Background: an optimization exercise with open tools, aiming at small area. Do not read the settings as production practice.
The RTL was checked by simulation tests, not by an equivalence proof against the original design.
Power figures rest on the tool's default switching activity, not on a simulated workload.

==> v36 <==
==> flow/design.v <==
module CaC # (
    parameter DATA_W = 32
)(
    input  wire              InputValid_A,
    input  wire              InputValid_B,
    input  wire [DATA_W-1:0] InDestVid_A,
    input  wire [DATA_W-1:0] InDestVid_B,
    input  wire [DATA_W-1:0] InUpdate_A,
    input  wire [DATA_W-1:0] InUpdate_B,
    output wire [DATA_W-1:0] OutUpdate_A,
    output wire [DATA_W-1:0] OutUpdate_B,
    output wire [DATA_W-1:0] OutDestVid_A,
    output wire [DATA_W-1:0] OutDestVid_B,
    output wire              OutValid_A,
    output wire              OutValid_B
);
wire [2*DATA_W-2:0] lt, eq;
genvar i;
generate
for (i = 0; i < DATA_W; i = i + 1) begin : leaf
    assign lt[DATA_W-1+i] = InDestVid_A[i] & ~InDestVid_B[i];
    assign eq[DATA_W-1+i] = ~(InDestVid_B[i] ^ InDestVid_A[i]);
end
for (i = DATA_W-2; i >= 0; i = i - 1) begin : node
    assign lt[i] = lt[2*i+2] | (eq[2*i+2] & lt[2*i+1]);
    assign eq[i] = eq[2*i+2] & eq[2*i+1];
end
endgenerate
wire both = InputValid_A & InputValid_B;
wire swap = both & lt[0];
wire comb = both & eq[0];
wire [DATA_W-1:0] sum;
combine_unit #(.DATA_W(DATA_W)) combiner (
    .update_A        (InUpdate_A),
    .update_B        (InUpdate_B),
    .combined_update (sum)
);
assign OutValid_A   = InputValid_A;
assign OutValid_B   = InputValid_B & ~comb;
assign OutDestVid_A = swap ? InDestVid_B : InDestVid_A;
assign OutDestVid_B = swap ? InDestVid_A : InDestVid_B;
assign OutUpdate_A  = comb ? sum : (swap ? InUpdate_B : InUpdate_A);
assign OutUpdate_B  = swap ? InUpdate_A : InUpdate_B;
endmodule
module combine_unit # (
    parameter DATA_W = 32
)(
    input  wire [DATA_W-1:0] update_A,
    input  wire [DATA_W-1:0] update_B,
    output wire [DATA_W-1:0] combined_update
);
reg [DATA_W-1:0] g, p;
integer d, i;
always @* begin
    p = update_A ^ update_B;
    g = update_A & update_B;
    for (d = 1; d < DATA_W; d = d * 2)
        for (i = 0; i < DATA_W; i = i + 1)
            if ((i % (2 * d)) >= d) begin
                g[i] = g[i] | (p[i] & g[(i / (2 * d)) * (2 * d) + d - 1]);
                p[i] = p[i] & p[(i / (2 * d)) * (2 * d) + d - 1];
            end
end
assign combined_update = update_A ^ update_B ^ {g[DATA_W-2:0], 1'b0};
endmodule
module combining_network # (
    parameter DATA_W = 32,
    parameter [5:0] REG_AFTER = 6'b010101
)(
    input  wire                clk,
    input  wire                rst,
    input  wire [7:0]          InputValid,
    input  wire [DATA_W*8-1:0] InDestVid,
    input  wire [DATA_W*8-1:0] InUpdate,
    output wire [DATA_W*8-1:0] OutUpdate,
    output wire [DATA_W*8-1:0] OutDestVid,
    output wire [7:0]          OutValid
);
wire [7:0]          v_in  [0:6];
wire [DATA_W*8-1:0] d_in  [0:6];
wire [DATA_W*8-1:0] u_in  [0:6];
wire [7:0]          v_out [0:5];
wire [DATA_W*8-1:0] d_out [0:5];
wire [DATA_W*8-1:0] u_out [0:5];
assign v_in[0] = InputValid;
assign d_in[0] = InDestVid;
assign u_in[0] = InUpdate;
genvar l, p;
generate
for (l = 0; l < 6; l = l + 1) begin : layer
    for (p = 0; p < 4; p = p + 1) begin : elem
        localparam integer D = (l == 3) ? 4 : (l == 1 || l == 4) ? 2 : 1;
        localparam integer A = (p / D) * 2 * D + (p % D);
        localparam integer B = A + D;
        CaC #(.DATA_W(DATA_W)) cac (
            .InputValid_A (v_in[l][A]),
            .InputValid_B (v_in[l][B]),
            .InDestVid_A  (d_in[l][DATA_W*A +: DATA_W]),
            .InDestVid_B  (d_in[l][DATA_W*B +: DATA_W]),
            .InUpdate_A   (u_in[l][DATA_W*A +: DATA_W]),
            .InUpdate_B   (u_in[l][DATA_W*B +: DATA_W]),
            .OutUpdate_A  (u_out[l][DATA_W*A +: DATA_W]),
            .OutUpdate_B  (u_out[l][DATA_W*B +: DATA_W]),
            .OutDestVid_A (d_out[l][DATA_W*A +: DATA_W]),
            .OutDestVid_B (d_out[l][DATA_W*B +: DATA_W]),
            .OutValid_A   (v_out[l][A]),
            .OutValid_B   (v_out[l][B])
        );
    end
    if (REG_AFTER[l]) begin : pipe
        reg [7:0]          v_r;
        reg [DATA_W*8-1:0] d_r;
        reg [DATA_W*8-1:0] u_r;
        always @(posedge clk) begin
            v_r <= rst ? 8'd0 : v_out[l];
            d_r <= d_out[l];
            u_r <= u_out[l];
        end
        assign v_in[l+1] = v_r;
        assign d_in[l+1] = d_r;
        assign u_in[l+1] = u_r;
    end else begin : comb
        assign v_in[l+1] = v_out[l];
        assign d_in[l+1] = d_out[l];
        assign u_in[l+1] = u_out[l];
    end
end
endgenerate
assign OutValid   = v_in[6];
assign OutDestVid = d_in[6];
assign OutUpdate  = u_in[6];
endmodule
==> flow/flow/run.sh <==
#!/bin/bash
# The standard layout (standard.sh), with the port buffers made from the
# smallest buffer cell instead of the resizer's default choice.
set -euo pipefail
bash standard.sh "BUFFER_PORTS_ARGS=-buffer_cell sky130_fd_sc_hd__buf_1" finish > flow_make.log 2>&1
==> flow/standard.sh <==
#!/bin/bash
# synth_recipe.tcl (not shown) runs the flow's synth.tcl, then flattens the netlist and writes it again
# the make line also repeats each setting of config.mk as NAME=value (left out here)
make -C /OpenROAD-flow-scripts/flow DESIGN_CONFIG=/design/flow/config.mk WORK_HOME=/design/flow/orfs CLKGATE_MAP_FILE= SYNTH_SCRIPT=/design/flow/synth_recipe.tcl "${@:-finish}"
==> flow/config.mk <==
export PLATFORM = sky130hd
export DESIGN_NAME = combining_network
export DESIGN_NICKNAME = combining_network
export VERILOG_FILES = /design/flow/design.v
export SDC_FILE = /design/flow/constraint.sdc
export NUM_CORES = 4
export LEC_CHECK = 0
export CAP_MARGIN = 20
export CORE_MARGIN = 2
export CORE_UTILIZATION = 50
export GPL_TIMING_DRIVEN = 1
export PLACE_DENSITY = 0.75
export SETUP_SLACK_MARGIN = 0.2
export SLEW_MARGIN = 20
==> flow/constraint.sdc <==
create_clock -name core_clock -period 6.0 [get_ports {clk}]
set_input_delay 1.2000 -clock core_clock [delete_from_list [all_inputs] [get_ports {clk}]]
set_output_delay 1.2000 -clock core_clock [all_outputs]
set_load 0.01 [all_outputs]
==> inputs of v26, as changes to v36 <==
--- a/flow/config.mk
+++ b/flow/config.mk
@@ -8,7 +8,8 @@
 export CAP_MARGIN = 20
 export CORE_MARGIN = 2
-export CORE_UTILIZATION = 50
+export CORE_UTILIZATION = 65
+export CTS_BUF_LIST = sky130_fd_sc_hd__clkbuf_4 sky130_fd_sc_hd__clkbuf_8
 export GPL_TIMING_DRIVEN = 1
 export PLACE_DENSITY = 0.75
-export SETUP_SLACK_MARGIN = 0.2
+export SETUP_SLACK_MARGIN = 0.25
 export SLEW_MARGIN = 20
==> inputs of v2, as changes to v36 <==
--- a/flow/design.v
+++ b/flow/design.v
@@ -19,6 +19,7 @@
 generate
 for (i = 0; i < DATA_W; i = i + 1) begin : leaf
-    assign lt[DATA_W-1+i] = InDestVid_A[i] & ~InDestVid_B[i];
-    assign eq[DATA_W-1+i] = ~(InDestVid_B[i] ^ InDestVid_A[i]);
+    wire ne = InDestVid_A[i] ^ InDestVid_B[i];
+    assign lt[DATA_W-1+i] = InDestVid_A[i] & ne;
+    assign eq[DATA_W-1+i] = ~ne;
 end
 for (i = DATA_W-2; i >= 0; i = i - 1) begin : node
@@ -38,8 +39,9 @@
 assign OutValid_A   = InputValid_A;
 assign OutValid_B   = InputValid_B & ~comb;
+wire [DATA_W-1:0] upd_sel = swap ? InUpdate_B : InUpdate_A;
 assign OutDestVid_A = swap ? InDestVid_B : InDestVid_A;
-assign OutDestVid_B = swap ? InDestVid_A : InDestVid_B;
-assign OutUpdate_A  = comb ? sum : (swap ? InUpdate_B : InUpdate_A);
-assign OutUpdate_B  = swap ? InUpdate_A : InUpdate_B;
+assign OutDestVid_B = InDestVid_A ^ InDestVid_B ^ OutDestVid_A;
+assign OutUpdate_A  = comb ? sum : upd_sel;
+assign OutUpdate_B  = InUpdate_A ^ InUpdate_B ^ upd_sel;
 endmodule
 module combine_unit # (
--- a/flow/config.mk
+++ b/flow/config.mk
@@ -10,5 +10,5 @@
 export CORE_UTILIZATION = 50
 export GPL_TIMING_DRIVEN = 1
-export PLACE_DENSITY = 0.75
+export PLACE_DENSITY = 0.65
 export SETUP_SLACK_MARGIN = 0.2
 export SLEW_MARGIN = 20
==> run notes <==
metric	v26	v2	v36
Status	stopped before the end	finished with violations	no timing/DRC/antenna violations
Stage where the flow stopped	5_1_grt	-	-
Reasons for failing layout checks	-	setup timing	-
Drt pass-1 iters	-	8	9
Proportion of cell area spent on the clock network	-	0.0388	0.0409
Worst path depth	-	30	16
Most frequent cell after synthesis	sky130_fd_sc_hd__mux2i_1	sky130_fd_sc_hd__dfxtp_1	sky130_fd_sc_hd__mux2i_1
Internal power of the cells	-	26.9 mW	25.3 mW
FF+latch area	-	31300 µm²	31400 µm²
Standard-cell row count	158	180	180
Final hold slack	-	0.610 ns	0.562 ns
Total count of hold-check failures in the final report	-	0	0
Max Slew Vio Count	-	0	0
Clock tree from TritonCTS	-	done	done
End of the worst hold path	-	layer[0].pipe.d_r[26]$_DFF_P_	layer[0].pipe.d_r[114]$_DFF_P_

[re-timing with driven ports]
Ports are ideal in the flow. The routed layouts listed here were re-timed in OpenROAD.
Step 1 (the two cells are an assumption about what drives the block):
set clk [get_ports {clk}]
set_driving_cell -lib_cell sky130_fd_sc_hd__clkbuf_16 $clk
set_driving_cell -lib_cell sky130_fd_sc_hd__buf_2 [delete_from_list [all_inputs] $clk]
Step 2 moves the port delays by t, midway between the first and last clock arrival at a register: inputs arrive t later, outputs are due t later. That takes back most of the time a late clock gives input paths.
Three values: ideal, step 1, step 2; two values: the first two.
run | t (ns) | setup WS [ns] | latest minus earliest clock arrival (ns)
v36 | 0.965 | 0.099 / -0.002 / 0.112 | 0.062 / 0.061
v2 | 0.969 | -0.203 / -0.203 / -0.203 | 0.050 / 0.050
